This is an optimization exercise on Yosys and OpenROAD, whose aim is small area, not a production implementation.
No functional check of the RTL was part of any run shown here.
Power and IR drop assume default switching activity.

===== design/flow/flow/run.sh =====
#!/bin/bash
# Standard ORFS layout, with port buffers of the smallest buffer cell.
cp standard.sh standard_sh_copy.txt
export BUFFER_PORTS_ARGS="-buffer_cell sky130_fd_sc_hd__buf_1"
bash standard.sh > standard.log 2>&1

===== design/flow/standard.sh =====
#!/bin/bash
# synth_recipe.tcl (not shown) runs the flow's synth.tcl, then flattens the netlist and writes it again
# the make line also repeats each setting of config.mk as NAME=value (left out here)
make -C /OpenROAD-flow-scripts/flow DESIGN_CONFIG=/design/flow/config.mk WORK_HOME=/design/flow/orfs CLKGATE_MAP_FILE= SYNTH_SCRIPT=/design/flow/synth_recipe.tcl "${@:-finish}"

===== design/flow/config.mk =====
export PLATFORM = sky130hd
export DESIGN_NAME = top
export DESIGN_NICKNAME = top
export VERILOG_FILES = /design/flow/design.v
export SDC_FILE = /design/flow/constraint.sdc
export NUM_CORES = 4
export LEC_CHECK = 0
export CAP_MARGIN = 20
export CORE_MARGIN = 2
export CORE_UTILIZATION = 40
export SLEW_MARGIN = 20

===== design/flow/constraint.sdc =====
create_clock -name core_clock -period 10.0 [get_ports {clk_100MHz}]
set_input_delay 2.0000 -clock core_clock [delete_from_list [all_inputs] [get_ports {clk_100MHz}]]
set_output_delay 2.0000 -clock core_clock [all_outputs]
set_load 0.01 [all_outputs]

===== design/flow/design.v =====
`timescale 1ns / 1ps
module top(
    input clk_100MHz,
    input rst,
    input reset_button,
    input saveH_button,
    input saveL_button,
    input [7:0] sensors_input,
    input [7:0] setup_input,
    output reg [7:0] cathodes,  
    output reg [7:0] anodes,  
    output reg [2:0] LED1,  
    output reg [2:0] LED2  
    );
    function [3:0] level;
        input [7:0] c;
        case (c)
            8'b0000_0001: level = 4'd1;
            8'b0000_0011: level = 4'd2;
            8'b0000_0111: level = 4'd3;
            8'b0000_1111: level = 4'd4;
            8'b0001_1111: level = 4'd5;
            8'b0011_1111: level = 4'd6;
            8'b0111_1111: level = 4'd7;
            8'b1111_1111: level = 4'd8;
            default:      level = 4'd0;
        endcase
    endfunction
    function valid;
        input [7:0] c;
        valid = ~|(c[7:1] & ~c[6:0]);
    endfunction
    reg rb_out, sh_out, sl_out;
    reg prev_rb, prev_sh, prev_sl;
    wire reset = rst | rb_out;
    reg [9:0] scan;
    wire tick = (scan == 10'd690);
    always @(posedge clk_100MHz)
        if (reset | tick) scan <= 10'd0;
        else scan <= {scan[8:0], ~(scan[9] ^ scan[6])};
    reg [9:0] tcnt;
    always @(posedge clk_100MHz)
        if (reset) tcnt <= 10'd0;
        else if (tick) tcnt <= (tcnt == 10'd999) ? 10'd0 : tcnt + 10'd1;
    wire blink = (tcnt < 10'd499) | ((tcnt == 10'd499) & ~tick);
    wire [1:0] digit = tcnt[1:0];
    always @(posedge clk_100MHz)
        if (reset) begin
            rb_out <= 1'b0; sh_out <= 1'b0; sl_out <= 1'b0;
            prev_rb <= 1'b0; prev_sh <= 1'b0; prev_sl <= 1'b0;
        end else if (tick) begin
            rb_out <= reset_button & ~prev_rb;
            sh_out <= saveH_button & ~prev_sh;
            sl_out <= saveL_button & ~prev_sl;
            prev_rb <= reset_button;
            prev_sh <= saveH_button;
            prev_sl <= saveL_button;
        end
    reg [3:0] k1, k2;
    reg G, L;
    reg [2:0] hm1, lo;
    wire [3:0] sl = level(setup_input);
    wire sv = valid(setup_input);
    wire err = ~valid(sensors_input);
    always @(posedge clk_100MHz)
        if (reset) begin
            k1 <= 4'd0; k2 <= 4'd0; G <= 1'b0; L <= 1'b0;
            hm1 <= 3'd7; lo <= 3'd0;
        end else begin
            k1 <= level(sensors_input);
            k2 <= k1;
            G <= (k1 > {1'b0, hm1});
            L <= ~(k1 > {1'b0, hm1}) & (k1 <= {1'b0, lo});
            if (sh_out & sv & (sl > {1'b0, lo})) hm1 <= sl - 4'd1;
            else if (sl_out & sv & (sl <= {1'b0, hm1})) lo <= sl[2:0];
        end
    wire [7:0] tens_pat =
        (k2 == 4'd1) ? 8'h9F : (k2 == 4'd2) ? 8'h25 : (k2 == 4'd3) ? 8'h0D :
        (k2 == 4'd4) ? 8'h49 : (k2 == 4'd5) ? 8'h41 : (k2 == 4'd6) ? 8'h1F :
        (k2 == 4'd7) ? 8'h01 : (k2 == 4'd8) ? 8'h03 : 8'hFF;
    wire [7:0] units_pat =
        (k2 == 4'd1) ? 8'h25 : (k2 == 4'd2) ? 8'h49 : (k2 == 4'd3) ? 8'h01 :
        (k2 == 4'd5) ? 8'h0D : (k2 == 4'd6) ? 8'h49 : (k2 == 4'd7) ? 8'h01 : 8'h03;
    wire [7:0] hund_pat = (k2 == 4'd8) ? 8'h9F : 8'hFF;
    wire [7:0] stat_pat =
        err ? ((G & L) ? 8'hFF : 8'h61) :
        G ? (L ? 8'hFF : 8'h91) :
        L ? 8'hE3 : 8'hC5;
    wire [7:0] digit_pat =
        (digit == 2'd0) ? hund_pat : (digit == 2'd1) ? tens_pat :
        (digit == 2'd2) ? units_pat : stat_pat;
    wire [2:0] led =
        err ? ((G & L) ? 3'b000 : 3'b100) :
        G ? (L ? 3'b000 : {blink, 2'b00}) :
        L ? {blink, blink, 1'b0} : 3'b010;
    always @(*) begin
        anodes = reset ? 8'hFF : {~(4'b1000 >> digit), 4'hF};
        cathodes = reset ? 8'hFF : digit_pat;
        LED1 = reset ? 3'd0 : led;
        LED2 = LED1;
    end
endmodule

==> results of run 1 <==
## power breakdown
part / switching, mW / internal [mW]
registers: 0.000989 / 0.168
clock network: 0.0611 / 0.0491
logic: 0.0166 / 0.00873
## worst register-to-register path: cells and delay by family, from the launching register on
family	cells	cell delay (ps)
flops	1	350
simple gates	3	1050
compound gates	1	620
## per-stage QoR
stage	cells	setup slack (ps)	util, %	power [mW]	hold slack [ps]
2_1_floorplan	325	4280	-	0.192	398
3_3_place_gp	419	4370	43.6	0.198	405
3_5_place_dp	419	4300	43.6	0.199	415
4_1_cts	427	4290	45.0	0.309	428
5_1_grt	427	4220	45.0	0.322	446
6_report	427	4300	45.0	0.305	425
## layout make-up
type	count	share of cell area [%]
multi-input combinational	243	56.4
sequential	42	29.4
timing repair buffer	36	4.86
tap	77	3.37
inverter	21	2.76
clock buffer	5	2.41
clock inverter	3	0.745
## state kept, by name (all words and copies together) (netlist names)
name / flops
G: 1
L: 1
hm1: 3
k1: 4
k2: 4
lo: 3
prev_rb: 1
prev_sh: 1
prev_sl: 1
rb_out: 1
scan: 10
sh_out: 1
sl_out: 1
tcnt: 10
## worst paths after layout
check / start / slack [ps] / end
worst max-delay path: sensors_input[5] / 4300 / LED1[1]
worst min-delay path: prev_rb / 430 / rb_out
worst max register to register: scan[9] / 7850 / tcnt[8]
worst min register to register: prev_rb / 430 / rb_out
## cell usage in the layout (no fill, tap or decap), types with 4 or more instances in the layout
cell type	n
or2_1	4
buf_1	35
nand3_1	13
inv_1	21
nand4_1	9
nand2_1	31
conb_1	7
xor2_1	10
and3_1	10
clkbuf_8	5
nor2_1	27
nor2b_1	5
dfxtp_1	42
mux2i_1	7
o21ai_0	16
xnor2_1	4
a21oi_1	14
and2_1	9
ha_1	19
## routing by layer
| metal | up-vias | share of wire (%) |
|---|---|---|
| met5 | - | 0 |
| met4 | 0 | 0.55 |
| met3 | 2 | 4.0 |
| met2 | 44 | 45 |
| met1 | 1010 | 50 |
| li1 | 1174 | - |
## cells by family (layout without fill, tap and decap cells)
family          Yosys count  after routing  synth area share, %
xor+xnor                 14             14                 4.68
compound gates           66             66                 18.4
mux                       7              7                 2.68
simple gates            130            130                 25.7
buf+inv                  40             65                 7.07
other cells               2              7                0.287
fa+ha+maj                19             19                 9.08
flops                    42             42                 32.1
==> out/results.tsv, run 1 <==
stage	metric	value	unit
grt	grt_pass1_vias	2013	
worst_hold_path	hold_path.class	reg2reg	
synth	syn_area_per_cell	8.18	um2
route	firstDrtPassIters	4	
sta	final-setup-viol-count	0	
placement	port_buffers	35	
sta	max_slew_margin	52.4	%
grt	grtUsageMet2	25.3	%
synth	synth_area_leaders	dfxtp_1 32%, ha_1 9.1%, nand2_1 4.4%	
finish	antennaDiodeCount	0	
route	routedWlPerCell	12.4	um
synth	synthArstFlopShare	0	%
die	num_io_pins	43	
sta	finalHoldViolations	0	
route	ant_nets	0	
grt	use_met3	3.70	%
finish	finish.instance_area	2860	um2
synth	synth-edff-count	0	
worst_setup_path	endpoint_kind	primary output	
sta	rsz0062_at_grt	no	
grt	grt_max_degree	30	
pwr	ir_drop	43.4	uV
finish	syn_to_final_growth	9.08	%
worst_setup_path	critPathArrivalTime	3700	ps
finish	final_nets	389	
route	drcViolationCount	0	
grt	grt_antenna_before_repair	0	
clocking	worstSkewPairLatency	300	ps
grt	overflow	0	
route	drt_iter0_drc	83	
die	start_util	41.2	%
worst_setup_path	critical_path.max_stage_delay	620	ps
finish	multi_input_area	1610	um2
route	vias	2230	
clocking	cts_setup_buffers	0	
sta	tns	0	ps
placement	dpl-instance-area	2770	um2
finish	ff_latch_area	841	um2
worst_setup_path	crit_top_cell	buf_1	
clocking	postCtsHoldBufs	0	
synth	yosysWarnings	1	
grt	grt_busiest_layer	met2	
worst_setup_path	reg2regPathDepth	4	
synth	synth_top_cell_by_area	dfxtp_1	
sta	worstMarginPinSlew	715	ps
worst_hold_path	hold_path_depth	1	
flow_run	cap_viol_max_count	0	
clocking	htree_levels	2	
sta	finalMaxSlewViolations	0	
route	routed_wl	5320	um
die	dieHeight	84.9	um
worst_setup_path	critical_path.cell_chain	buf_1 > nor2b_1 > a221oi_4 > nand2_4 > a2111oi_0 > buf_1	
die	fp-row-count	29	
synth	netlist_area	2620	um2
synth	netlist_instances	320	
worst_setup_path	critPathRequiredTime	8000	ps
finish	drive_gt1_share	5.14	%
worst_setup_path	critical-path-slowest-cell	a2111oi_0	
sta	finClkSkew	9.15	ps
pwr	powerDensity	107	nW/um2
pwr	p_leak	1.08	nW
worst_setup_path	critPathKind	in2out	
grt	track_usage	15.5	%
die	die_w	84.9	um
finish	n_fill_cell	642	
clocking	cts-root-buf	clkbuf_8	
worst_setup_path	startpoint_type	input pin	
clocking	cts_resized	0	
synth	synth.cells.most_frequent	42 x dfxtp_1, 31 x nand2_1, 27 x nor2_1	
die	fp.dieArea	7210	um2
worst_setup_path	cpLargestDelayFamily	compound AO/OA/AOI/OAI gates	
synth	netlist.area_leader.share	32.1	%
grt	grt_use_met1	20.4	%
clocking	clk_path_buf_depth	2	
worst_setup_path	path_depth	6	
synth	yosysSeqAreaShare	32.1	%
worst_setup_path	crit_fanout	7	
clocking	cts_tree	yes	
placement	hpwl	3980	um
worst_setup_path	critPathBufInv	2	
synth	synth-seq-cells	42	
sta	max_freq	0.176	GHz
status	status	complete, no violations	
synth	synth_most_common_cell	dfxtp_1	
clocking	clk_pin_slew_worst_paths	80	ps
grt	grt_pass1_wl	9150	um
die	core_area	6350	um2
sta	layout_min_cycle_time	5700	ps
clocking	cts_made_buffers	5	
synth	ys.flop_type	dfxtp_1	
synth	synth_cell_types	55	
clocking	clock_sinks	42	
sta	post-route-period-util	57.0	%
placement	place.gp.congestion	0.943	
route	vias_per_cell	5.22	
==> run 2, diff against run 1 <==
==> design/flow/flow/run.sh (replaced) <==
#!/bin/bash
# The standard ORFS layout with two changes:
#  - synthesis maps the logic with an area-oriented abc script (flow/abc_area.script)
#    in place of ORFS's speed script; everything else in synthesis is the standard flow's own;
#  - port buffers use the smallest buffer cell.
set -euo pipefail
HERE=$(pwd)
{
  echo 'proc abc {args} {'
  echo '  set i [lsearch -exact $args -script]'
  echo "  if {\$i >= 0} { set args [lreplace \$args \$i [expr {\$i + 1}] -script $HERE/flow/abc_area.script] }"
  echo '  yosys abc {*}$args'
  echo '}'
  cat synth_recipe.tcl
} > area_synth.tcl
sed "s#SYNTH_SCRIPT=[^ ]*#SYNTH_SCRIPT=$HERE/area_synth.tcl#" standard.sh > area_standard.sh
grep -q "SYNTH_SCRIPT=$HERE/area_synth.tcl" area_standard.sh
export BUFFER_PORTS_ARGS="-buffer_cell sky130_fd_sc_hd__buf_1"
bash area_standard.sh > flow.log 2>&1
==> design/flow/flow/abc_area.script (new file) <==
strash
&get -n
&st
&deepsyn -T 30
&put
strash
dch -f
&get -n
&nf -R 1000
&put
topo
==> run 2 against run 1 <==
  * Combinational power is 13% lower
  * Routed wire length is 15% lower
  * Design area is 11% lower
  * Cell count is 8.7% lower
  * Utilization is 1.4 points higher
==> out/results.tsv, run 2 <==
stage	metric	value	unit	change
synth	synth_cell_types	39		-29%
sta	max_slew_margin	43.5	%	-8.9 points
worst_setup_path	reg2reg_to	tcnt[7]		
route	routed_wl	4500	um	-15%
clocking	postCtsHoldBufs	0		unchanged
die	num_io_pins	43		unchanged
clocking	clk_path_buf_depth	2		unchanged
synth	synth-seq-cells	42		unchanged
route	firstDrtPassIters	4		unchanged
synth	synth.cells.most_frequent	42 x dfxtp_1, 32 x nand2_1, 24 x clkinv_1, 24 x nor2_1, 19 x ha_1		
finish	syn_to_final_growth	12.2	%	
worst_hold_path	hold_path.class	reg2reg		
sta	layout_min_cycle_time	5770	ps	+77.0 ps
pwr	ir_drop	64.9	uV	+50%
placement	pre_cts_ws	4230	ps	-70.1 ps
sta	rsz0062_at_grt	no		
finish	final_nets	357		-8.2%
die	core_area	5470	um2	-14%
grt	grt_pass1_vias	1799		-11%
worst_hold_path	hp-start	prev_rb		
worst_setup_path	reg2regPathDepth	7		+3
worst_setup_path	startpoint_type	input pin		
worst_setup_path	critPathArrivalTime	3770	ps	+70 ps
sta	finalMaxSlewViolations	0		unchanged
finish	multi_input_area	1280	um2	-20%
status	status	complete, no violations		
worst_setup_path	critPathKind	in2out		
sta	worstMarginPinSlew	845	ps	+130 ps
finish	final_cell_mix	42 x dfxtp_1, 35 x buf_1, 32 x nand2_1, 24 x nor2_1, 24 x clkinv_1		
synth	synth-edff-count	0		unchanged
worst_setup_path	critPathRequiredTime	8000	ps	about the same
sta	tns	0	ps	unchanged
worst_setup_path	critical_path.max_stage_delay	420	ps	-200 ps
grt	grt_pass1_wl	7890	um	-14%
route	routedWlPerCell	11.5	um	-7.3%
finish	layout_commonest_cell	dfxtp_1		
route	ant_nets	0		unchanged
grt	grt_max_degree	17		-43%
synth	synth_area_leaders	dfxtp_1 37%, ha_1 11%, nand2_1 5.3%		
die	die_w	79.2	um	-6.7%
die	dieHeight	79.2	um	-6.7%
clocking	cts_made_buffers	5		unchanged
die	fp-row-count	27		-6.9%
sta	finClkSkew	6.81	ps	-2.34 ps
worst_setup_path	crit_fanout	10		+3
synth	yosysSeqAreaShare	37.2	%	+5.1 points
clocking	cts_resized	0		unchanged
clocking	cts-root-buf	clkbuf_8		
clocking	clock_sinks	42		unchanged
worst_setup_path	rr_startpoint	scan[0]		
synth	syn_area_per_cell	8.13	um2	-0.62%
synth	yosysWarnings	1		unchanged
route	drt_iter0_drc	73		-12%
clocking	clk_pin_slew_worst_paths	90	ps	about the same
synth	netlist_instances	278		-13%
route	drcViolationCount	0		unchanged
sta	final-setup-viol-count	0		unchanged
placement	hpwl	3530	um	-11%
grt	track_usage	15.5	%	+0.022 points
route	vias	1979		-11%
placement	place.gp.congestion	0.875		-7.2%
worst_setup_path	critPathBufInv	2		unchanged
clocking	cts_tree	yes		
placement	dp.cells	382		-8.8%
worst_setup_path	critical_path.cell_chain	buf_1 > or2_0 > a311oi_1 > o31ai_1 > a311oi_1 > nand3_1 > buf_1		
pwr	powerDensity	122	nW/um2	+14%
route	vias_per_cell	5.07		-2.8%
flow_run	cap_viol_max_count	0		unchanged
synth	synthArstFlopShare	0	%	unchanged
grt	overflow	0		unchanged
finish	reg_top3	scan x10, tcnt x10		
clocking	cts_setup_buffers	0		unchanged
finish	drive_gt1_share	2.83	%	-2.3 points
die	start_util	41.3	%	+0.071 points
clocking	worstSkewPairLatency	300	ps	about the same
sta	post-route-period-util	57.7	%	+0.77 points
synth	netlist_area	2260	um2	-14%
pwr	p_leak	0.962	nW	-11%
die	fp.dieArea	6270	um2	-13%
finish	ff_latch_area	841	um2	unchanged
synth	synth_top_cell_by_area	dfxtp_1		
sta	worst_slack	4230	ps	-77.0 ps
sta	max_freq	0.173	GHz	-1.3%
placement	port_buffers	35		unchanged
finish	antennaDiodeCount	0		unchanged
grt	grt_antenna_before_repair	0		unchanged
synth	ys.flop_type	dfxtp_1		
sta	finalHoldViolations	0		unchanged
worst_setup_path	critical-path-slowest-cell	a311oi_1		
worst_setup_path	endpoint_kind	primary output		
worst_setup_path	crit_path_start	rst		
finish	n_fill_cell	575		-10%
worst_hold_path	hold_end	rb_out		
worst_setup_path	cpLargestDelayFamily	compound AO/OA/AOI/OAI gates		
worst_hold_path	hold_path_depth	1		unchanged
worst_setup_path	reg2reg_slack	7570	ps	-280 ps
synth	synth_most_common_cell	dfxtp_1		
clocking	htree_levels	2		unchanged
finish	layout.cells.non_filler	390		-8.7%
synth	netlist.area_leader.share	37.2	%	+5.1 points
==> run 2: changes by cell type in the layout (fill, tap and decap cells not counted), sizes merged, moves of 6 or more <==
| cell | change |
|---|---|
| nor3 | +10 |
| inv | -18 |
| xor2 | -7 |
| clkinv | +22 |
| mux2i | -7 |
| o21ai | -12 |
| nand3 | -6 |
==> run 2: cell families after synthesis <==
| group | count (synthesis) | synth area share, % |
|---|---|---|
| simple gates | 119 | 26.2 |
| compound gates | 57 | 16.4 |
| flops | 42 | 37.2 |
| buf+inv | 33 | 6.97 |
| fa+ha+maj | 19 | 10.5 |
| xor+xnor | 5 | 1.94 |
| other cells | 2 | 0.332 |
| mux | 1 | 0.498 |
==> run 2: final cells by class <==
| class | instances | area share [%] |
|---|---|---|
| sequential | 42 | 33.2 |
| timing repair buffer | 36 | 5.48 |
| tap | 72 | 3.55 |
| clock inverter | 3 | 1.04 |
| multi-input combinational | 208 | 50.5 |
| inverter | 24 | 3.55 |
| clock buffer | 5 | 2.71 |
==> run 2: worst max-delay path by stage <==
stage,cells past startpoint,end,slack (ps)
global placement,7,cathodes[1],4260
CTS,7,cathodes[2],4220
global route,7,cathodes[2],4020
finish,7,cathodes[1],4230
detailed placement,7,cathodes[2],4230
floorplan,6,cathodes[1],4280
==> run 2: report_power, final <==
group	total, mW	internal [mW]	switching, mW
sequential	0.170	0.169	0.00145
clock	0.116	0.0519	0.0644
combinational	0.0219	0.00757	0.0144
total	0.308	0.228	0.0802
==> run 2: layer usage <==
layer | global-route usage (%) | wire length (um) | share of wire, %
met1 | 20.7 | 2270 | 50
met2 | 25.4 | 2010 | 45
met3 | 2.84 | 192 | 4.3
met4 | 4.66 | 34 | 0.76
met5 | 0 | 0 | 0
==> run 2: per-stage QoR <==
stage,utilization (%),hold WS [ps],power (mW),area [um2]
6_report,46.3,417,0.308,2540
5_1_grt,46.3,462,0.323,2540
4_1_cts,46.3,417,0.313,2540
3_5_place_dp,44.6,400,0.196,2440
3_3_place_gp,44.6,397,0.196,2440
2_1_floorplan,-,391,0.190,2280
==> run 3, diff against run 2 <==
--- a/design/flow/design.v
+++ b/design/flow/design.v
@@ -16,13 +16,4 @@
         input [7:0] c;
-        case (c)
-            8'b0000_0001: level = 4'd1;
-            8'b0000_0011: level = 4'd2;
-            8'b0000_0111: level = 4'd3;
-            8'b0000_1111: level = 4'd4;
-            8'b0001_1111: level = 4'd5;
-            8'b0011_1111: level = 4'd6;
-            8'b0111_1111: level = 4'd7;
-            8'b1111_1111: level = 4'd8;
-            default:      level = 4'd0;
-        endcase
+        level = {c[7], c[3] & ~c[7], (c[1] & ~c[3]) | (c[5] & ~c[7]),
+                 (c[0] & ~c[1]) | (c[2] & ~c[3]) | (c[4] & ~c[5]) | (c[6] & ~c[7])};
     endfunction
@@ -60,3 +51,4 @@
     reg G, L;
-    reg [2:0] hm1, lo;
+    reg [2:0] h3, lo;
+    wire [3:0] high = {~|h3, h3};
     wire [3:0] sl = level(setup_input);
@@ -67,10 +59,10 @@
             k1 <= 4'd0; k2 <= 4'd0; G <= 1'b0; L <= 1'b0;
-            hm1 <= 3'd7; lo <= 3'd0;
+            h3 <= 3'd0; lo <= 3'd0;
         end else begin
-            k1 <= level(sensors_input);
+            k1 <= err ? 4'd0 : level(sensors_input);
             k2 <= k1;
-            G <= (k1 > {1'b0, hm1});
-            L <= ~(k1 > {1'b0, hm1}) & (k1 <= {1'b0, lo});
-            if (sh_out & sv & (sl > {1'b0, lo})) hm1 <= sl - 4'd1;
-            else if (sl_out & sv & (sl <= {1'b0, hm1})) lo <= sl[2:0];
+            G <= (k1 >= high);
+            L <= (k1 <= {1'b0, lo});
+            if (sh_out & sv & (sl > {1'b0, lo})) h3 <= sl[2:0];
+            else if (sl_out & sv & (sl < high)) lo <= sl[2:0];
         end
==> design/flow/flow/run.sh (replaced) <==
#!/bin/bash
# The standard ORFS layout (standard.sh) with these changes:
#  - synthesis maps the logic with an area-oriented abc script (flow/abc_area.script)
#    in place of ORFS's speed script, and leaves adders to abc (no ADDER_MAP_FILE);
#    everything else in synthesis is the standard flow's own (synth_recipe.tcl);
#  - port buffers use the smallest buffer cell.
# Each tool's output is in orfs/logs/; make's output is in flow.log.
set -euo pipefail
HERE=$(pwd)
{
  echo 'proc abc {args} {'
  echo '  set i [lsearch -exact $args -script]'
  echo "  if {\$i >= 0} { set args [lreplace \$args \$i [expr {\$i + 1}] -script $HERE/flow/abc_area.script] }"
  echo '  yosys abc {*}$args'
  echo '}'
  cat synth_recipe.tcl
} > area_synth.tcl
sed -e "s#SYNTH_SCRIPT=[^ ]*#SYNTH_SCRIPT=$HERE/area_synth.tcl ADDER_MAP_FILE=#" standard.sh > area_standard.sh
grep -q "SYNTH_SCRIPT=$HERE/area_synth.tcl ADDER_MAP_FILE=" area_standard.sh
export BUFFER_PORTS_ARGS="-buffer_cell sky130_fd_sc_hd__buf_1"
bash area_standard.sh > flow.log 2>&1
==> run 3 against run 2 <==
  * Register-to-register slack got worse by 300 ps
  * Count of clock-buffer cells in the layout did not move
  * Flip-flop and latch count did not move
  * Combinational power rose by 3%
  * Critical path depth rose by 2
  * Clock skew rose by 3.1 ps
  * Sequential share of layout area rose by 5.0 points
==> out/results.tsv, run 3 <==
stage	metric	value	unit	change
status	status	complete, no violations		
clocking	clk_pin_slew_worst_paths	90	ps	about the same
sta	rsz0062_at_grt	no		
sta	finalMaxSlewViolations	0		unchanged
grt	grt_pass1_vias	1558		-13%
synth	synth_top_cell_by_area	dfxtp_1		
finish	multi_input_area	981	um2	-23%
clocking	htree_levels	2		unchanged
placement	port_buffers	35		unchanged
finish	antennaDiodeCount	0		unchanged
sta	final-setup-viol-count	0		unchanged
worst_setup_path	critical-path-slowest-cell	or2_0		
die	num_io_pins	43		unchanged
route	routed_wl	4010	um	-11%
synth	synth_area_leaders	dfxtp_1 44%, nand2_1 6.4%, nor2_1 5.3%		
worst_setup_path	critical_path.max_stage_delay	370	ps	-50 ps
worst_setup_path	reg2reg_slack	7270	ps	-300 ps
synth	netlist.area_leader.share	43.6	%	+6.4 points
sta	holdWs	430	ps	+13.0 ps
grt	grt_antenna_before_repair	0		unchanged
sta	worstMarginPinSlew	625	ps	-220 ps
placement	hpwl	3010	um	-15%
finish	final_cell_mix	42 x dfxtp_1, 35 x buf_1, 33 x nand2_1, 27 x nor2_1, 18 x a21oi_1		
die	start_util	41.1	%	-0.25 points
worst_setup_path	critPathKind	in2out		
sta	finClkSkew	9.93	ps	+3.11 ps
placement	place.gp.congestion	0.852		-2.7%
clocking	postCtsHoldBufs	0		unchanged
die	fp-row-count	25		-7.4%
clocking	cts_tree	yes		
route	drcViolationCount	0		unchanged
synth	synthArstFlopShare	0	%	unchanged
sta	finalHoldViolations	0		unchanged
flow_run	cap_viol_max_count	0		unchanged
clocking	clk_path_buf_depth	2		unchanged
synth	netlist_instances	242		-13%
synth	netlist_area	1930	um2	-15%
worst_setup_path	reg2regPathDepth	9		+2
route	drt_iter0_drc	100		+37%
finish	ff_latch_area	841	um2	unchanged
sta	worst_slack	4270	ps	+42.2 ps
finish	layout.cells.non_filler	337		-14%
finish	reg_top3	scan x10, tcnt x10		
sta	tns	0	ps	unchanged
grt	grt_pass1_wl	6940	um	-12%
synth	synth_cell_types	41		+5.1%
finish	n_fill_cell	466		-19%
synth	syn_area_per_cell	7.96	um2	-2.1%
route	vias_per_cell	5.14		+1.3%
finish	syn_to_final_growth	14.5	%	
route	vias	1732		-12%
pwr	ir_drop	110	uV	+70%
clocking	cts_resized	0		unchanged
grt	track_usage	16.5	%	+1.0 points
synth	yosysSeqAreaShare	43.6	%	+6.4 points
worst_setup_path	critPathRequiredTime	8000	ps	about the same
sta	post-route-period-util	57.3	%	-0.42 points
synth	ys.flop_type	dfxtp_1		
worst_setup_path	path_depth	9		+2
finish	drive_gt1_share	3.53	%	+0.70 points
worst_setup_path	critPathArrivalTime	3730	ps	-40 ps
worst_setup_path	cpLargestDelayFamily	compound AO/OA/AOI/OAI gates		
grt	grt_max_degree	19		+2
worst_setup_path	crit_path_start	rst		
worst_setup_path	crit_fanout	9		-1
worst_hold_path	hp-start	prev_rb		
finish	final_nets	303		-15%
sta	layout_min_cycle_time	5730	ps	-42.2 ps
clocking	clock_sinks	42		unchanged
die	dieHeight	73.4	um	-7.3%
route	routedWlPerCell	11.9	um	+3.0%
worst_hold_path	hold_path.class	reg2reg		
pwr	p_leak	0.800	nW	-17%
sta	max_slew_margin	57.3	%	+14 points
die	fp.dieArea	5390	um2	-14%
synth	synth-seq-cells	42		unchanged
sta	max_freq	0.174	GHz	+0.74%
synth	synth.cells.most_frequent	42 x dfxtp_1, 33 x nand2_1, 27 x nor2_1		
die	die_w	73.4	um	-7.3%
worst_setup_path	startpoint_type	input pin		
finish	finish.instance_area	2210	um2	-13%
clocking	cts_setup_buffers	0		unchanged
worst_setup_path	rr_startpoint	scan[0]		
synth	synth-edff-count	0		unchanged
clocking	worstSkewPairLatency	300	ps	about the same
synth	synth_most_common_cell	dfxtp_1		
synth	yosysWarnings	1		unchanged
placement	dp.cells	329		-14%
clocking	cts_made_buffers	5		unchanged
pwr	powerDensity	148	nW/um2	+21%
finish	layout_commonest_cell	dfxtp_1		
route	ant_nets	0		unchanged
route	firstDrtPassIters	4		unchanged
grt	overflow	0		unchanged
worst_setup_path	critPathBufInv	2		unchanged
worst_setup_path	critical_path.cell_chain	buf_1 > or2_0 > a21oi_1 > o22ai_1 > a21oi_1 > nor2_1 > a21o_1 > a22oi_1 > buf_1		
die	core_area	4690	um2	-14%
clocking	cts-root-buf	clkbuf_8		
worst_setup_path	endpoint_kind	primary output		
placement	pre_cts_ws	4280	ps	+51.7 ps
placement	dpl-instance-area	2090	um2	-14%
worst_hold_path	hold_path_depth	1		unchanged
run 3: changes by cell type after synthesis, moves of 4 or more:
cell | before | now
a22oi_1 | 1 | 7
o21ai_0 | 7 | 14
clkinv_1 | 24 | 15
o211ai_1 | 5 | 0
nor3_1 | 13 | 5
ha_1 | 19 | 0
nand4_1 | 5 | 1
run 3: worst reg2reg max path: cells and delay by family (launching register included):
family | cells | cell delay [ps]
and+or+nand+nor | 6 | 1730
AOI/OAI and AO/OA | 3 | 580
DFF | 1 | 310
run 3: routing by layer:
layer  up-vias  share of wire [%]  GRT usage, %
met2        53                 42          24.2
met5         -                  0             0
met3         5                7.4          5.35
met1       757                 49          22.3
li1        917                  -             -
met4         0                1.5          7.07
run 3: layout make-up:
class / instances / area share, %
clock buffers: 5 / 3.12
clock inverters: 3 / 2.04
inverters: 15 / 2.55
multi-input cells: 181 / 44.5
flip-flops and latches: 42 / 38.1
well taps: 54 / 3.06
repair buffers: 37 / 6.64
run 3: final timing paths:
path | to
max | cathodes[6]
max reg2reg | tcnt[7]
min | rb_out
min reg2reg | rb_out
run 3: cell families (layout without fill, tap and decap cells):
| family | count (synthesis) | count (layout) | share of synthesized area, % |
|---|---|---|---|
| xor+xnor | 2 | 2 | 0.909 |
| compound gates | 67 | 67 | 22.1 |
| buf+inv | 24 | 60 | 6.43 |
| flops | 42 | 42 | 43.6 |
| simple gates | 104 | 104 | 26.0 |
| fa+ha+maj | 1 | 1 | 0.520 |
| other cells | 2 | 7 | 0.390 |
run 3: power by group:
group          leakage [nW]  switching, mW  internal, mW
logic                 0.410         0.0148       0.00779
clock network        0.0504         0.0583        0.0742
registers             0.340        0.00145         0.169
run 3: metrics by stage:
step | utilization [%] | total power [mW]
2_1_floorplan | - | 0.191
3_3_place_gp | 44.6 | 0.197
3_5_place_dp | 44.6 | 0.197
4_1_cts | 47.0 | 0.330
5_1_grt | 47.0 | 0.340
6_report | 47.0 | 0.325
==> run 4, diff against run 3 <==
--- a/design/flow/flow/run.sh
+++ b/design/flow/flow/run.sh
@@ -20,2 +20,3 @@
 export BUFFER_PORTS_ARGS="-buffer_cell sky130_fd_sc_hd__buf_1"
+export CTS_ARGS="-repair_clock_nets -dont_use_dummy_load -buf_list {sky130_fd_sc_hd__clkbuf_16}"
 bash area_standard.sh > flow.log 2>&1
==> run 4 against run 3 <==
  * Critical path type unchanged
  * Die area rose by 0.37%
  * Synthesized area is 0.39% higher
  * Combinational power about the same
  * Design area increased by 0.51%
  * Flip-flop and latch count unchanged
  * Fmax is 7.2% lower
  * Clock skew down 0.88 ps
  * Worst setup slack worse by 440 ps
  * Via count is 1.0% lower
  * Global-route usage fell by 0.45 points
  * Largest cell class unchanged
  * Sequential share of layout area shrank 0.19 points
  * First-iteration DRC count decreased by 47%
==> out/results.tsv, run 4 <==
stage	metric	value	unit	change
sta	finClkSkew	9.05	ps	-0.881 ps
synth	yosysWarnings	1		unchanged
route	routedWlPerCell	12.0	um	+0.72%
worst_setup_path	rr_startpoint	scan[3]		
worst_setup_path	critPathRequiredTime	8000	ps	about the same
sta	worst_slack	3830	ps	-443 ps
clocking	cts-root-buf	clkbuf_16		
grt	grt_pass1_vias	1507		-3.3%
die	die_w	73.5	um	+0.18%
finish	syn_to_final_growth	14.6	%	
synth	synth.cells.most_frequent	42 x dfxtp_1, 31 x nor2_1, 26 x nand2_1		
worst_setup_path	endpoint_kind	primary output		
worst_setup_path	startpoint_type	input pin		
sta	worstMarginPinSlew	847	ps	+222 ps
worst_setup_path	critical-path-slowest-cell	a2111oi_0		
sta	rsz0062_at_grt	no		
synth	netlist.area_leader.share	43.5	%	-0.17 points
route	firstDrtPassIters	4		unchanged
finish	reg_top3	scan x10, tcnt x10		
sta	max_slew_margin	43.3	%	-14 points
clocking	clk_pin_slew_worst_paths	50	ps	-40 ps
clocking	clock_sinks	42		unchanged
placement	pre_cts_ws	3850	ps	-425 ps
placement	hpwl	2940	um	-2.3%
synth	ys.flop_type	dfxtp_1		
worst_setup_path	critical_path.cell_chain	buf_1 > or2_0 > a21oi_1 > nand2_1 > a2111oi_0 > nor2_1 > a21o_1 > a32oi_1 > buf_1		
route	ant_nets	0		unchanged
sta	tns	0	ps	unchanged
sta	final-setup-viol-count	0		unchanged
clocking	clk_path_buf_depth	2		unchanged
synth	netlist_area	1930	um2	+0.39%
route	routed_wl	3910	um	-2.3%
sta	layout_min_cycle_time	6170	ps	+443 ps
clocking	postCtsHoldBufs	0		unchanged
die	fp.dieArea	5410	um2	+0.37%
finish	final_nets	296		-2.3%
grt	overflow	0		unchanged
synth	yosysSeqAreaShare	43.5	%	-0.17 points
finish	antennaDiodeCount	0		unchanged
worst_setup_path	cpLargestDelayFamily	compound AO/OA/AOI/OAI gates		
synth	synth-seq-cells	42		unchanged
worst_setup_path	crit_path_start	rst		
worst_hold_path	hold_path.class	reg2reg		
placement	port_buffers	35		unchanged
finish	drive_gt1_share	2.20	%	-1.3 points
die	core_area	4690	um2	unchanged
placement	dp.cells	322		-2.1%
finish	finish.instance_area	2220	um2	+0.51%
synth	synth-edff-count	0		unchanged
synth	synth_most_common_cell	dfxtp_1		
finish	finish.utilization	47.3	%	+0.24 points
flow_run	cap_viol_max_count	0		unchanged
synth	synth_cell_types	43		+4.9%
clocking	cts_resized	0		unchanged
worst_setup_path	critical_path.max_stage_delay	580	ps	+210 ps
finish	layout_commonest_cell	dfxtp_1		
clocking	worstSkewPairLatency	280	ps	-20 ps
status	status	complete, no violations		
worst_setup_path	critPathKind	in2out		
die	fp-row-count	25		unchanged
worst_setup_path	crit_fanout	12		+3
placement	place.gp.congestion	0.872		+2.3%
grt	track_usage	16.1	%	-0.45 points
clocking	cts_setup_buffers	0		unchanged
clocking	cts_made_buffers	5		unchanged
worst_setup_path	crit_top_cell	buf_1		
synth	synthArstFlopShare	0	%	unchanged
synth	netlist_instances	236		-2.5%
worst_setup_path	critPathBufInv	2		unchanged
finish	layout.cells.non_filler	327		-3.0%
route	vias_per_cell	5.24		+2.0%
route	vias	1714		-1.0%
die	start_util	41.2	%	+0.16 points
die	dieHeight	73.5	um	+0.18%
pwr	powerDensity	152	nW/um2	+2.8%
clocking	cts_tree	yes		
grt	grt_max_degree	14		-5
sta	holdWs	407	ps	-22.9 ps
placement	dpl-instance-area	2090	um2	unchanged
sta	finalHoldViolations	0		unchanged
sta	finalMaxSlewViolations	0		unchanged
worst_hold_path	hp-start	prev_rb		
sta	max_freq	0.162	GHz	-7.2%
route	drt_iter0_drc	53		-47%
sta	post-route-period-util	61.7	%	+4.4 points
pwr	ir_drop	72.6	uV	-34%
route	drcViolationCount	0		unchanged
synth	syn_area_per_cell	8.20	um2	+2.9%
worst_setup_path	critPathArrivalTime	4170	ps	+440 ps
grt	grt_pass1_wl	6620	um	-4.6%
synth	synth_top_cell_by_area	dfxtp_1		
die	num_io_pins	43		unchanged
pwr	power.total	0.336	mW	+3.3%
pwr	p_leak	0.825	nW	+3.1%
clocking	htree_levels	2		unchanged
grt	grt_antenna_before_repair	0		unchanged
synth	synth_area_leaders	dfxtp_1 43%, nor2_1 6.0%, nand2_1 5.0%		
finish	final_cell_mix	42 x dfxtp_1, 35 x buf_1, 31 x nor2_1, 26 x nand2_1, 16 x clkinv_1		
## run 4: cell types whose count changed after synthesis, sizes merged, moves of 4 or more
cell	before	now
a21oi	18	13
a22o	1	7
nand2	33	26
nor2	27	31
o21ai	14	7
## run 4: final timing paths
| path | to | slack [ps] | depth (start not counted) |
|---|---|---|---|
| worst max-delay path | cathodes[6] | 3830 | 9 |
| worst min-delay path | rb_out | 410 | 1 |
| worst max register to register | tcnt[8] | 7590 | 9 |
| worst min register to register | rb_out | 410 | 1 |
## run 4: cells by family after synthesis
group	synth area share, %
muxes	0.582
other	0.388
and+or+nand+nor	25.7
buffers and inverters	6.60
DFF	43.5
AOI/OAI and AO/OA	22.3
xor gates and xnor gates	0.906
## run 4: layout make-up
cell class | instances | area [um2]
sequential | 42 | 841
fill | 470 | 2470
clock buffer | 5 | 125
inverter | 16 | 60.1
multi-input combinational | 174 | 985
tap | 54 | 67.6
timing repair buffer | 36 | 139
## run 4: layer usage
metal / global-route usage, % / up-vias / wire length [um]
li1: - / 901 / -
met1: 20.9 / 761 / 1990
met2: 23.9 / 44 / 1670
met3: 3.70 / 8 / 140
met4: 9.90 / 0 / 106
met5: 0 / - / 0
## run 4: power by group
| group | switching (mW) | total [mW] | internal [mW] |
|---|---|---|---|
| combinational | 0.0147 | 0.0228 | 0.00806 |
| clock | 0.0545 | 0.142 | 0.0879 |
| sequential | 0.00147 | 0.171 | 0.169 |
==> run 5, diff against run 4 <==
--- a/design/flow/flow/run.sh
+++ b/design/flow/flow/run.sh
@@ -20,3 +20,3 @@
 export BUFFER_PORTS_ARGS="-buffer_cell sky130_fd_sc_hd__buf_1"
-export CTS_ARGS="-repair_clock_nets -dont_use_dummy_load -buf_list {sky130_fd_sc_hd__clkbuf_16}"
+export CTS_ARGS="-sink_clustering_enable -repair_clock_nets -dont_use_dummy_load -sink_clustering_size 50 -sink_clustering_max_diameter 500 -buf_list {sky130_fd_sc_hd__clkbuf_8 sky130_fd_sc_hd__clkbuf_16}"
 bash area_standard.sh > flow.log 2>&1
==> run 5 against run 4 <==
  * Still clean
  * Global-route usage hardly changed
  * Flip-flop and latch count stayed put
  * Die area stayed put
  * Count of clock-buffer cells in the layout stayed put
  * Largest power group unchanged
==> out/results.tsv, run 5 <==
stage	metric	value	unit	change
worst_setup_path	rr_startpoint	scan[3]		
worst_setup_path	critical-path-slowest-cell	a2111oi_0		
sta	tns	0	ps	unchanged
synth	netlist_instances	236		unchanged
die	core_area	4690	um2	unchanged
placement	place.gp.congestion	0.872		unchanged
finish	n_fill_cell	476		+1.3%
grt	overflow	0		unchanged
worst_setup_path	crit_fanout	12		unchanged
worst_setup_path	reg2reg_to	tcnt[8]		
route	vias	1721		+0.41%
worst_hold_path	hold_path.class	reg2reg		
worst_setup_path	critPathArrivalTime	4170	ps	about the same
pwr	powerDensity	133	nW/um2	-12%
finish	final_nets	296		unchanged
pwr	p_leak	0.799	nW	-3.1%
clocking	clk_path_buf_depth	2		unchanged
sta	worstMarginPinSlew	852	ps	+4.96 ps
synth	synth_most_common_cell	dfxtp_1		
synth	yosysWarnings	1		unchanged
flow_run	cap_viol_max_count	0		unchanged
worst_setup_path	critPathKind	in2out		
sta	layout_min_cycle_time	6170	ps	-8.77 ps
worst_setup_path	reg2reg_slack	7570	ps	-20 ps
worst_hold_path	hp-start	prev_rb		
placement	dpl-instance-area	2090	um2	unchanged
synth	synth_top_cell_by_area	dfxtp_1		
clocking	postCtsHoldBufs	0		unchanged
synth	synthArstFlopShare	0	%	unchanged
worst_setup_path	critical_path.max_stage_delay	560	ps	-20 ps
sta	max_freq	0.162	GHz	+0.14%
worst_hold_path	hold_path_depth	1		unchanged
route	routed_wl	3930	um	+0.38%
synth	synth-seq-cells	42		unchanged
finish	finish.utilization	46.1	%	-1.2 points
die	num_io_pins	43		unchanged
worst_setup_path	reg2regPathDepth	9		unchanged
clocking	cts_made_buffers	5		unchanged
synth	synth_area_leaders	dfxtp_1 43%, nor2_1 6.0%, nand2_1 5.0%		
finish	ff_latch_area	841	um2	unchanged
pwr	ir_drop	75.6	uV	+4.1%
finish	reg_top3	scan x10, tcnt x10		
route	vias_per_cell	5.26		+0.41%
synth	synth_cell_types	43		unchanged
grt	grt_antenna_before_repair	0		unchanged
die	fp-row-count	25		unchanged
sta	max_slew_margin	43.0	%	-0.33 points
synth	synth.cells.most_frequent	42 x dfxtp_1, 31 x nor2_1, 26 x nand2_1		
sta	final-setup-viol-count	0		unchanged
sta	finalHoldViolations	0		unchanged
sta	post-route-period-util	61.7	%	-0.088 points
sta	finClkSkew	12.3	ps	+3.23 ps
finish	finish.instance_area	2160	um2	-2.5%
clocking	worstSkewPairLatency	290	ps	about the same
placement	port_buffers	35		unchanged
route	ant_nets	0		unchanged
synth	netlist.area_leader.share	43.5	%	unchanged
worst_setup_path	cpLargestDelayFamily	compound AO/OA/AOI/OAI gates		
finish	antennaDiodeCount	0		unchanged
status	status	complete, no violations		
clocking	cts-root-buf	clkbuf_8		
worst_setup_path	critPathBufInv	2		unchanged
grt	grt_pass1_vias	1502		-0.33%
sta	holdWs	409	ps	+1.61 ps
route	routedWlPerCell	12.0	um	+0.38%
die	dieHeight	73.5	um	unchanged
die	fp.dieArea	5410	um2	unchanged
synth	ys.flop_type	dfxtp_1		
grt	grt_max_degree	14		unchanged
die	start_util	41.2	%	unchanged
route	drcViolationCount	0		unchanged
route	drt_iter0_drc	62		+17%
worst_setup_path	critical_path.cell_chain	buf_1 > or2_0 > a21oi_1 > nand2_1 > a2111oi_0 > nor2_1 > a21o_1 > a32oi_1 > buf_1		
synth	synth-edff-count	0		unchanged
synth	yosysSeqAreaShare	43.5	%	unchanged
grt	grt_pass1_wl	6640	um	+0.20%
synth	syn_area_per_cell	8.20	um2	unchanged
route	firstDrtPassIters	4		unchanged
finish	multi_input_area	985	um2	unchanged
clocking	cts_tree	yes		
worst_setup_path	endpoint_kind	primary output		
worst_hold_path	hold_end	rb_out		
die	die_w	73.5	um	unchanged
synth	netlist_area	1930	um2	unchanged
finish	drive_gt1_share	2.20	%	unchanged
clocking	cts_resized	0		unchanged
clocking	cts_setup_buffers	0		unchanged
placement	hpwl	2940	um	unchanged
worst_setup_path	critPathRequiredTime	8000	ps	about the same
finish	syn_to_final_growth	11.7	%	
clocking	htree_levels	2		unchanged
sta	finalMaxSlewViolations	0		unchanged
worst_setup_path	startpoint_type	input pin		
finish	layout_commonest_cell	dfxtp_1		
grt	track_usage	16.0	%	-0.028 points
clocking	clk_pin_slew_worst_paths	60	ps	about the same
worst_setup_path	crit_top_cell	buf_1		
finish	final_cell_mix	42 x dfxtp_1, 35 x buf_1, 31 x nor2_1, 26 x nand2_1, 16 x clkinv_1		
sta	rsz0062_at_grt	no		
clocking	clock_sinks	42		unchanged
## run 5: cell counts after synthesis
Identical to the previous run, type by type.
## run 5: cell type report
cell class	instances	area share (%)
multi-input cells	174	45.6
flip-flops and latches	42	38.9
repair buffers	36	6.43
clock buffers	5	3.18
well taps	54	3.13
inverters	16	2.78
## run 5: metrics by stage
step	instances	total power [mW]	worst slack, ps
floorplan	241	0.191	4220
global placement	322	0.197	3890
detailed placement	322	0.197	3850
CTS	327	0.292	3840
global route	327	0.303	3650
finish	327	0.288	3830
## run 5: power breakdown
part	total [mW]	internal, mW	switching, mW	leakage, nW
Sequential	0.171	0.169	0.00151	0.340
Clock	0.0949	0.0449	0.0500	0.0359
Combinational	0.0228	0.00806	0.0148	0.423
## run 5: worst max path at each step
stage | start | end | slack [ps] | cells after the start
final | rst | cathodes[6] | 3830 | 9
after global placement | rst | cathodes[6] | 3890 | 9
after CTS | rst | cathodes[6] | 3840 | 9
after floorplan | rst | cathodes[6] | 4220 | 7
after global routing | rst | cathodes[6] | 3650 | 9
after detailed placement | rst | cathodes[6] | 3850 | 9
## run 5: logic make-up after synthesis
group | synth area share (%)
DFF | 43.5
AOI/OAI and AO/OA | 22.3
and+or+nand+nor | 25.7
buffers and inverters | 6.60
muxes | 0.582
xor gates and xnor gates | 0.906
other | 0.388
## run 5: metal layers
layer	vias to the layer above	track usage (%)	wire length (um)	share of wire, %
met1	755	21.4	1980	50
li1	902	-	-	-
met5	-	0	0	0
met3	12	3.29	171	4.4
met2	52	23.7	1640	42
met4	0	9.49	144	3.7
==> run 6, diff against run 5 <==
--- a/design/flow/design.v
+++ b/design/flow/design.v
@@ -32,5 +32,6 @@
     reg [9:0] tcnt;
+    wire tcnt_last = (&tcnt[9:5]) & (&tcnt[2:0]);
     always @(posedge clk_100MHz)
         if (reset) tcnt <= 10'd0;
-        else if (tick) tcnt <= (tcnt == 10'd999) ? 10'd0 : tcnt + 10'd1;
+        else if (tick) tcnt <= tcnt_last ? 10'd0 : tcnt + 10'd1;
     wire blink = (tcnt < 10'd499) | ((tcnt == 10'd499) & ~tick);
@@ -52,3 +53,3 @@
     reg [2:0] h3, lo;
-    wire [3:0] high = {~|h3, h3};
+    wire h8 = ~|h3;
     wire [3:0] sl = level(setup_input);
@@ -56,2 +57,4 @@
     wire err = ~valid(sensors_input);
+    wire sl_gt_lo = sl[3] | (sl[2:0] > lo);
+    wire sl_lt_hi = ~sl[3] & (h8 | (sl[2:0] < h3));
     always @(posedge clk_100MHz)
@@ -63,19 +66,23 @@
             k2 <= k1;
-            G <= (k1 >= high);
-            L <= (k1 <= {1'b0, lo});
-            if (sh_out & sv & (sl > {1'b0, lo})) h3 <= sl[2:0];
-            else if (sl_out & sv & (sl < high)) lo <= sl[2:0];
+            G <= k1[3] | (~h8 & (k1[2:0] >= h3));
+            L <= ~k1[3] & (k1[2:0] <= lo);
+            if (sh_out & sv & sl_gt_lo) h3 <= sl[2:0];
+            else if (sl_out & sv & sl_lt_hi) lo <= sl[2:0];
         end
-    wire [7:0] tens_pat =
-        (k2 == 4'd1) ? 8'h9F : (k2 == 4'd2) ? 8'h25 : (k2 == 4'd3) ? 8'h0D :
-        (k2 == 4'd4) ? 8'h49 : (k2 == 4'd5) ? 8'h41 : (k2 == 4'd6) ? 8'h1F :
-        (k2 == 4'd7) ? 8'h01 : (k2 == 4'd8) ? 8'h03 : 8'hFF;
-    wire [7:0] units_pat =
-        (k2 == 4'd1) ? 8'h25 : (k2 == 4'd2) ? 8'h49 : (k2 == 4'd3) ? 8'h01 :
-        (k2 == 4'd5) ? 8'h0D : (k2 == 4'd6) ? 8'h49 : (k2 == 4'd7) ? 8'h01 : 8'h03;
-    wire [7:0] hund_pat = (k2 == 4'd8) ? 8'h9F : 8'hFF;
-    wire [7:0] stat_pat =
-        err ? ((G & L) ? 8'hFF : 8'h61) :
-        G ? (L ? 8'hFF : 8'h91) :
-        L ? 8'hE3 : 8'hC5;
+    reg [7:0] tens_pat, units_pat;
+    always @(*)
+        if (k2[3]) begin
+            tens_pat = 8'h03;
+            units_pat = 8'h03;
+        end else begin
+            tens_pat = (k2[2:0] == 3'd0) ? 8'hFF : (k2[2:0] == 3'd1) ? 8'h9F :
+                       (k2[2:0] == 3'd2) ? 8'h25 : (k2[2:0] == 3'd3) ? 8'h0D :
+                       (k2[2:0] == 3'd4) ? 8'h49 : (k2[2:0] == 3'd5) ? 8'h41 :
+                       (k2[2:0] == 3'd6) ? 8'h1F : 8'h01;
+            units_pat = (k2[2:0] == 3'd1) ? 8'h25 : (k2[2:0] == 3'd2) ? 8'h49 :
+                        (k2[2:0] == 3'd3) ? 8'h01 : (k2[2:0] == 3'd5) ? 8'h0D :
+                        (k2[2:0] == 3'd6) ? 8'h49 : (k2[2:0] == 3'd7) ? 8'h01 : 8'h03;
+        end
+    wire [7:0] hund_pat = k2[3] ? 8'h9F : 8'hFF;
+    wire [7:0] stat_pat = err ? 8'h61 : G ? 8'h91 : L ? 8'hE3 : 8'hC5;
     wire [7:0] digit_pat =
@@ -83,6 +90,3 @@
         (digit == 2'd2) ? units_pat : stat_pat;
-    wire [2:0] led =
-        err ? ((G & L) ? 3'b000 : 3'b100) :
-        G ? (L ? 3'b000 : {blink, 2'b00}) :
-        L ? {blink, blink, 1'b0} : 3'b010;
+    wire [2:0] led = err ? 3'b100 : G ? {blink, 2'b00} : L ? {blink, blink, 1'b0} : 3'b010;
     always @(*) begin
--- a/design/flow/flow/run.sh
+++ b/design/flow/flow/run.sh
@@ -20,3 +20,3 @@
 export BUFFER_PORTS_ARGS="-buffer_cell sky130_fd_sc_hd__buf_1"
-export CTS_ARGS="-sink_clustering_enable -repair_clock_nets -dont_use_dummy_load -sink_clustering_size 50 -sink_clustering_max_diameter 500 -buf_list {sky130_fd_sc_hd__clkbuf_8 sky130_fd_sc_hd__clkbuf_16}"
+export CTS_ARGS="-sink_clustering_enable -repair_clock_nets -dont_use_dummy_load -buf_list {sky130_fd_sc_hd__clkbuf_4}"
 bash area_standard.sh > flow.log 2>&1
==> run 6 against run 5 <==
  * Still clean
  * Non-clock buffer count stayed put
  * Sequential power hardly changed
  * Total power is 8.9% lower
==> out/results.tsv, run 6 <==
stage	metric	value	unit	change
status	status	complete, no violations		
worst_hold_path	hp-start	prev_rb		
synth	synth.cells.most_frequent	42 x dfxtp_1, 27 x nand2_1, 21 x nor2_1		
synth	synth_top_cell_by_area	dfxtp_1		
route	vias	1657		-3.7%
worst_hold_path	hold_end	rb_out		
worst_setup_path	reg2reg_to	tcnt[7]		
die	dieHeight	73.4	um	-0.24%
worst_setup_path	cpLargestDelayFamily	compound AO/OA/AOI/OAI gates		
die	start_util	41.0	%	-0.21 points
finish	final_cell_mix	42 x dfxtp_1, 35 x buf_1, 27 x nand2_1, 21 x nor2_1, 18 x o21ai_0		
worst_setup_path	crit_fanout	4		-8
synth	syn_area_per_cell	8.19	um2	about the same
die	num_io_pins	43		unchanged
synth	synthMuxAreaShare	1.11	%	+0.52 points
worst_setup_path	rr_startpoint	scan[0]		
route	ant_nets	0		unchanged
sta	final-setup-viol-count	0		unchanged
synth	netlist_instances	235		-0.42%
route	drcViolationCount	0		unchanged
worst_setup_path	critPathKind	in2out		
synth	synth_area_leaders	dfxtp_1 44%, nand2_1 5.3%, and2_0 5.2%		
finish	drive_gt1_share	2.21	%	+0.0081 points
grt	grt_max_degree	23		+9
placement	dp.cells	321		-0.31%
clocking	clk_path_buf_depth	2		unchanged
route	vias_per_cell	5.08		-3.4%
synth	synth-seq-cells	42		unchanged
pwr	p_leak	0.767	nW	-4.0%
pwr	p_clk_share	27.2	%	-5.7 points
route	routedWlPerCell	11.5	um	-4.7%
finish	syn_to_final_growth	10.1	%	
clocking	clock_sinks	42		unchanged
synth	synth_most_common_cell	dfxtp_1		
die	fp-row-count	25		unchanged
clocking	clk_pin_slew_worst_paths	110	ps	+50 ps
route	routed_wl	3730	um	-5.0%
grt	grt_pass1_vias	1498		-0.27%
die	die_w	73.4	um	-0.24%
worst_setup_path	startpoint_type	input pin		
grt	grt_antenna_before_repair	0		unchanged
pwr	ir_drop	70.9	uV	-6.2%
finish	final_nets	295		-0.34%
die	fp.dieArea	5380	um2	-0.49%
sta	finalMaxSlewViolations	0		unchanged
sta	post-route-period-util	61.9	%	+0.20 points
synth	synth_cell_types	42		-2.3%
clocking	cts_resized	0		unchanged
pwr	powerDensity	124	nW/um2	-7.1%
worst_hold_path	hold_path.class	reg2reg		
pwr	p_int	0.200	mW	-9.9%
sta	layout_min_cycle_time	6190	ps	+20.2 ps
die	core_area	4690	um2	unchanged
finish	finish.utilization	45.2	%	-0.88 points
worst_setup_path	critPathBufInv	3		+1
pwr	pwr-share-seq	64.7	%	+5.5 points
grt	track_usage	14.7	%	-1.3 points
pwr	power.total	0.263	mW	-8.9%
worst_setup_path	reg2reg_slack	7230	ps	-340 ps
grt	overflow	0		unchanged
clocking	htree_levels	2		unchanged
worst_setup_path	critical_path.cell_chain	buf_1 > mux2_1 > a2111oi_0 > nand4_1 > clkinv_1 > nand2_1 > a22oi_1 > buf_1		
worst_setup_path	critical-path-slowest-cell	a2111oi_0		
clocking	cts_tree	yes		
pwr	p_sw_share	23.9	%	+0.90 points
clocking	worstSkewPairLatency	340	ps	+50 ps
synth	synth_fa_ha_area_share	2.08	%	+2.1 points
synth	synthArstFlopShare	0	%	unchanged
sta	tns	0	ps	unchanged
sta	max_slew_margin	32.0	%	-11 points
finish	layout.cells.non_filler	326		-0.31%
worst_setup_path	endpoint_kind	primary output		
worst_setup_path	crit_top_cell	buf_1		
finish	antennaDiodeCount	0		unchanged
worst_setup_path	reg2regPathDepth	7		-2
finish	reg_top3	scan x10, tcnt x10		
synth	synthXorXnorAreaFrac	0	%	-0.91 points
worst_setup_path	critical_path.max_stage_delay	870	ps	+310 ps
clocking	cts_setup_buffers	0		unchanged
grt	grt_pass1_wl	6290	um	-5.3%
finish	n_fill_cell	486		+2.1%
sta	worstMarginPinSlew	994	ps	+143 ps
sta	rsz0062_at_grt	no		
route	drt_iter0_drc	54		-13%
worst_hold_path	hold_path_depth	1		unchanged
synth	yosysWarnings	1		unchanged
route	firstDrtPassIters	4		unchanged
sta	finClkSkew	23.6	ps	+11.3 ps
synth	netlist_area	1920	um2	-0.52%
synth	synth-compound-area-share	20.2	%	-2.2 points
synth	synth-edff-count	0		unchanged
clocking	cts-root-buf	clkbuf_4		
placement	port_buffers	35		unchanged
pwr	power_frac_comb	8.1	%	+0.2 points
worst_setup_path	critPathRequiredTime	8000	ps	about the same
finish	layout_commonest_cell	dfxtp_1		
synth	netlist.area_leader.share	43.7	%	+0.23 points
worst_setup_path	critPathArrivalTime	4190	ps	+20 ps
sta	max_freq	0.162	GHz	-0.33%
synth	synth_top_family_by_area	simple AND/OR/NAND/NOR gates		
sta	finalHoldViolations	0		unchanged
placement	place.gp.congestion	0.861		-1.2%
clocking	postCtsHoldBufs	0		unchanged
synth	ys.flop_type	dfxtp_1		
synth	yosysSeqAreaShare	43.7	%	+0.23 points
flow_run	cap_viol_max_count	0		unchanged
synth	synth-simple-area-share	25.7	%	about the same
pwr	p_switching	0.0628	mW	-5.3%
clocking	cts_made_buffers	5		unchanged
placement	hpwl	2790	um	-5.1%
-- run 6: area by class of cell --
cell class / instances / area, um2 / share of cell area [%]
sequential: 42 / 841 / 39.7
tap: 54 / 67.6 / 3.19
multi-input combinational: 172 / 971 / 45.8
inverter: 17 / 63.8 / 3.01
timing repair buffer: 36 / 139 / 6.55
clock buffer: 5 / 37.5 / 1.77
-- run 6: how the worst max path moves through the flow --
stage	start	endpoint	slack, ps	cells past startpoint
2_1_floorplan	sensors_input[2]	LED2[1]	4200	6
3_5_place_dp	sensors_input[3]	LED1[1]	3790	6
6_report	sensors_input[3]	cathodes[2]	3810	8
3_3_place_gp	sensors_input[3]	LED2[1]	3880	6
5_1_grt	sensors_input[3]	cathodes[2]	3500	8
4_1_cts	sensors_input[3]	LED1[1]	3790	6
-- run 6: through the flow --
step	hold WS, ps	worst slack (ps)	cell area [um2]
after floorplan	391	4200	1940
after global placement	397	3880	2080
after detailed placement	402	3790	2080
after CTS	418	3790	2120
after global routing	436	3500	2120
final	416	3810	2120
-- run 6: power by group through the flow --
stage	clock, mW	sequential, mW	combinational [mW]
floorplan	0	0.174	0.0155
global placement	0	0.174	0.0212
detailed placement	0	0.174	0.0215
CTS	0.0751	0.170	0.0215
global route	0.0812	0.170	0.0241
finish	0.0715	0.170	0.0213
-- run 6: kinds of logic after synthesis --
group | after synthesis
adder cells (fa/ha/maj) | 4
AND/OR/NAND/NOR | 99
other | 2
buffers and inverters | 26
AO/OA/AOI/OAI | 60
flip-flops | 42
multiplexers | 2
-- run 6: worst reg2reg max path: stages, from the launching register on --
cell,delay [ps]
dfxtp_1,330
or4b_1,530
nor4_1,560
and3_1,360
nand2_1,70
o21ai_0,610
a21oi_1,90
o21a_1,140
-- run 6: layer usage --
layer  up-vias  part of all wire, %  global-route usage, %
li1        890                    -                      -
met1       716                   50                   18.5
met2        45                   44                   24.3
met3         6                  4.3                   3.29
met4         0                  1.3                   5.86
met5         -                    0                      0
==> run 7, diff against run 6 <==
--- a/design/flow/flow/run.sh
+++ b/design/flow/flow/run.sh
@@ -20,3 +20,3 @@
 export BUFFER_PORTS_ARGS="-buffer_cell sky130_fd_sc_hd__buf_1"
-export CTS_ARGS="-sink_clustering_enable -repair_clock_nets -dont_use_dummy_load -buf_list {sky130_fd_sc_hd__clkbuf_4}"
+export CTS_ARGS="-sink_clustering_enable -repair_clock_nets -dont_use_dummy_load -sink_clustering_size 50 -sink_clustering_max_diameter 500 -buf_list {sky130_fd_sc_hd__clkbuf_8 sky130_fd_sc_hd__clkbuf_16}"
 bash area_standard.sh > flow.log 2>&1
==> run 7 against run 6 <==
  * Worst setup slack improved by 6.5 ps
  * Utilization increased by 0.67 points
  * Register-to-register slack about the same
  * Synthesized cell count unchanged
  * Critical path type unchanged
  * Flip-flop and latch count unchanged
  * Clock power increased by 34%
  * Sequential share of layout area decreased by 0.58 points
  * Largest power group unchanged
  * Via count increased by 0.42%
  * Count of clock-buffer cells in the layout unchanged
  * Clock skew decreased by 9.5 ps
  * Total power increased by 9.1%
  * Cell count unchanged
  * Critical endpoint unchanged
==> out/results.tsv, run 7 <==
stage	metric	value	unit	change
status	status	complete, no violations		
die	fp.dieArea	5380	um2	unchanged
synth	synth_area_leaders	dfxtp_1 44%, nand2_1 5.3%, and2_0 5.2%		
clocking	worstSkewPairLatency	290	ps	-50 ps
pwr	pwr-share-seq	59.3	%	-5.4 points
route	drcViolationCount	0		unchanged
grt	grt_pass1_wl	6300	um	+0.22%
worst_hold_path	hold_path.class	reg2reg		
sta	holdWs	411	ps	-5.54 ps
placement	hpwl	2790	um	unchanged
finish	multi_input_area	971	um2	unchanged
clocking	clk_path_buf_depth	2		unchanged
finish	n_fill_cell	482		-0.82%
clocking	cts_setup_buffers	0		unchanged
finish	layout_commonest_cell	dfxtp_1		
sta	finalMaxSlewViolations	0		unchanged
sta	tns	0	ps	unchanged
synth	synth_cell_types	42		unchanged
clocking	clk_pin_slew_worst_paths	70	ps	-40 ps
finish	layout.cells.non_filler	326		unchanged
synth	synth-seq-cells	42		unchanged
finish	finish.utilization	45.8	%	+0.67 points
finish	antennaDiodeCount	0		unchanged
finish	final_cell_mix	42 x dfxtp_1, 35 x buf_1, 27 x nand2_1, 21 x nor2_1, 18 x o21ai_0		
worst_setup_path	startpoint_type	input pin		
pwr	power.total	0.287	mW	+9.1%
route	vias	1664		+0.42%
synth	syn_area_per_cell	8.19	um2	unchanged
grt	grt_antenna_before_repair	0		unchanged
worst_setup_path	reg2reg_slack	7230	ps	about the same
grt	track_usage	14.8	%	+0.14 points
grt	grt_pass1_vias	1494		-0.27%
die	dieHeight	73.4	um	unchanged
synth	synth-edff-count	0		unchanged
pwr	p_switching	0.0653	mW	+4.1%
clocking	postCtsHoldBufs	0		unchanged
route	vias_per_cell	5.10		+0.42%
placement	dpl-instance-area	2080	um2	unchanged
pwr	power_frac_comb	7.4	%	-0.7 points
sta	max_slew_margin	32.5	%	+0.48 points
sta	final-setup-viol-count	0		unchanged
worst_setup_path	critPathArrivalTime	4180	ps	about the same
route	routed_wl	3780	um	+1.2%
sta	post-route-period-util	61.8	%	-0.065 points
clocking	cts_tree	yes		
sta	layout_min_cycle_time	6180	ps	-6.51 ps
placement	dp.cells	321		unchanged
route	routedWlPerCell	11.6	um	+1.2%
sta	worst_slack	3820	ps	+6.51 ps
pwr	p_leak	0.780	nW	+1.7%
synth	yosysSeqAreaShare	43.7	%	unchanged
worst_hold_path	hold_path_depth	1		unchanged
clocking	clock_sinks	42		unchanged
die	die_w	73.4	um	unchanged
die	core_area	4690	um2	unchanged
worst_hold_path	hold_end	rb_out		
die	num_io_pins	43		unchanged
finish	syn_to_final_growth	11.8	%	
sta	worstMarginPinSlew	987	ps	-6.98 ps
clocking	htree_levels	2		unchanged
clocking	cts-root-buf	clkbuf_8		
route	ant_nets	0		unchanged
sta	finClkSkew	14.1	ps	-9.51 ps
pwr	p_sw_share	22.8	%	-1.1 points
synth	netlist_instances	235		unchanged
grt	overflow	0		unchanged
worst_setup_path	crit_top_cell	buf_1		
sta	max_freq	0.162	GHz	+0.11%
worst_setup_path	critPathRequiredTime	8000	ps	about the same
synth	netlist.area_leader.share	43.7	%	unchanged
synth	ys.flop_type	dfxtp_1		
worst_setup_path	reg2reg_to	tcnt[6]		
worst_setup_path	endpoint_kind	primary output		
worst_setup_path	rr_startpoint	scan[0]		
worst_setup_path	critical_path.cell_chain	buf_1 > mux2_1 > a2111oi_0 > nand4_1 > clkinv_1 > nand2_1 > a22oi_1 > buf_1		
worst_setup_path	critical-path-slowest-cell	a2111oi_0		
finish	drive_gt1_share	2.21	%	unchanged
synth	yosysWarnings	1		unchanged
placement	port_buffers	35		unchanged
synth	synthArstFlopShare	0	%	unchanged
sta	rsz0062_at_grt	no		
worst_setup_path	reg2regPathDepth	7		unchanged
clocking	cts_made_buffers	5		unchanged
finish	final_nets	295		unchanged
die	start_util	41.0	%	unchanged
pwr	p_clk_share	33.3	%	+6.1 points
flow_run	cap_viol_max_count	0		unchanged
worst_setup_path	critical_path.max_stage_delay	870	ps	about the same
finish	reg_top3	scan x10, tcnt x10		
synth	synth.cells.most_frequent	42 x dfxtp_1, 27 x nand2_1, 21 x nor2_1		
grt	grt_max_degree	23		unchanged
worst_setup_path	crit_fanout	4		unchanged
placement	place.gp.congestion	0.861		unchanged
pwr	p_int	0.221	mW	+11%
route	firstDrtPassIters	4		unchanged
worst_hold_path	hp-start	prev_rb		
finish	ff_latch_area	841	um2	unchanged
die	fp-row-count	25		unchanged
finish	finish.instance_area	2150	um2	+1.5%
route	drt_iter0_drc	51		-5.6%
synth	netlist_area	1920	um2	unchanged
synth	synth_top_cell_by_area	dfxtp_1		
pwr	ir_drop	92.5	uV	+31%
worst_setup_path	critPathKind	in2out		
sta	finalHoldViolations	0		unchanged
pwr	powerDensity	133	nW/um2	+7.5%
clocking	cts_resized	0		unchanged
synth	synth_most_common_cell	dfxtp_1		
placement	pre_cts_ws	3790	ps	unchanged
run 7: changes by cell type in the layout (fill, tap and decap cells not counted):
cell | previous run | this run
clkbuf_4 | 5 | 0
clkbuf_8 | 0 | 5
run 7: logic make-up after synthesis:
family          count (synthesis)  share of synthesized area, %
mux                             2                          1.11
compound gates                 60                          20.2
simple gates                   99                          25.7
flops                          42                          43.7
fa+ha+maj                       4                          2.08
other cells                     2                         0.390
buf+inv                        26                          6.83
run 7: power groups by stage:
stage	Combinational (mW)	Clock (mW)	Sequential, mW
floorplan	0.0155	0	0.174
global placement	0.0212	0	0.174
detailed placement	0.0215	0	0.174
CTS	0.0215	0.0986	0.170
global route	0.0241	0.105	0.170
finish	0.0213	0.0955	0.170
run 7: cell type report:
type                    instances  area share, %
flip-flops and latches         42           39.1
clock buffers                   5           3.20
inverters                      17           2.97
multi-input cells             172           45.1
repair buffers                 36           6.46
well taps                      54           3.14
run 7: critical path, delay by kind of cell:
kind	cells	cell delay, ps
AOI/OAI and AO/OA	2	1020
muxes	1	330
and+or+nand+nor	2	360
buffers and inverters	3	460
run 7: worst max-delay path by stage:
stage,start,endpoint,slack (ps),depth (start not counted)
3_5_place_dp,sensors_input[3],LED1[1],3790,6
4_1_cts,sensors_input[3],LED1[1],3790,6
6_report,sensors_input[3],cathodes[2],3820,8
3_3_place_gp,sensors_input[3],LED2[1],3880,6
2_1_floorplan,sensors_input[2],LED2[1],4200,6
5_1_grt,sensors_input[3],cathodes[2],3500,8
run 7: metal layers:
layer,GRT usage (%),vias up,wire length (um)
met4,5.86,0,52
met3,3.70,4,167
met2,24.4,49,1650
met1,18.6,723,1910
li1,-,888,-
met5,0,-,0

[what the ideal ports hide]
In the flow no input, the clock included, has a driving cell. The finished layouts below were timed again as built, in two steps. Step 1: set_driving_cell puts a clkbuf_16 on clk_100MHz and a buf_2 on each other input, an assumption about the parent block. Step 2, shift: input delay + t, output delay - t, t = (earliest + latest rising clock arrival at the registers) / 2. This alone moves slack from input paths to output paths. Slacks: ideal / step 1 / step 2; pairs: ideal / step 1.
run | t (ns) | slack for setup (ns) | worst hold slack (ns) | worst register clock-pin slew, ns | pins driven straight from the clock port
run 1 | 0.320 | 4.303 / 4.281 / 4.281 | 0.425 / 0.425 / 0.425 | 0.09 / 0.09 | 1
run 2 | 0.319 | 4.226 / 4.207 / 4.207 | 0.417 / 0.417 / 0.417 | 0.09 / 0.09 | 1
run 3 | 0.318 | 4.268 / 4.248 / 4.248 | 0.430 / 0.430 / 0.430 | 0.09 / 0.09 | 1
run 4 | 0.306 | 3.825 / 3.804 / 3.804 | 0.407 / 0.407 / 0.407 | 0.06 / 0.06 | 1
run 5 | 0.315 | 3.834 / 3.813 / 3.813 | 0.409 / 0.409 / 0.409 | 0.08 / 0.08 | 1
run 6 | 0.355 | 3.814 / 3.793 / 3.793 | 0.416 / 0.416 / 0.416 | 0.12 / 0.12 | 1
run 7 | 0.308 | 3.821 / 3.800 / 3.800 | 0.411 / 0.411 / 0.411 | 0.08 / 0.08 | 1
After both steps every run listed still meets setup and hold. The setup slack of run 1, which loses most, moves by -0.022 ns with the drivers and by -0.022 ns with both steps.
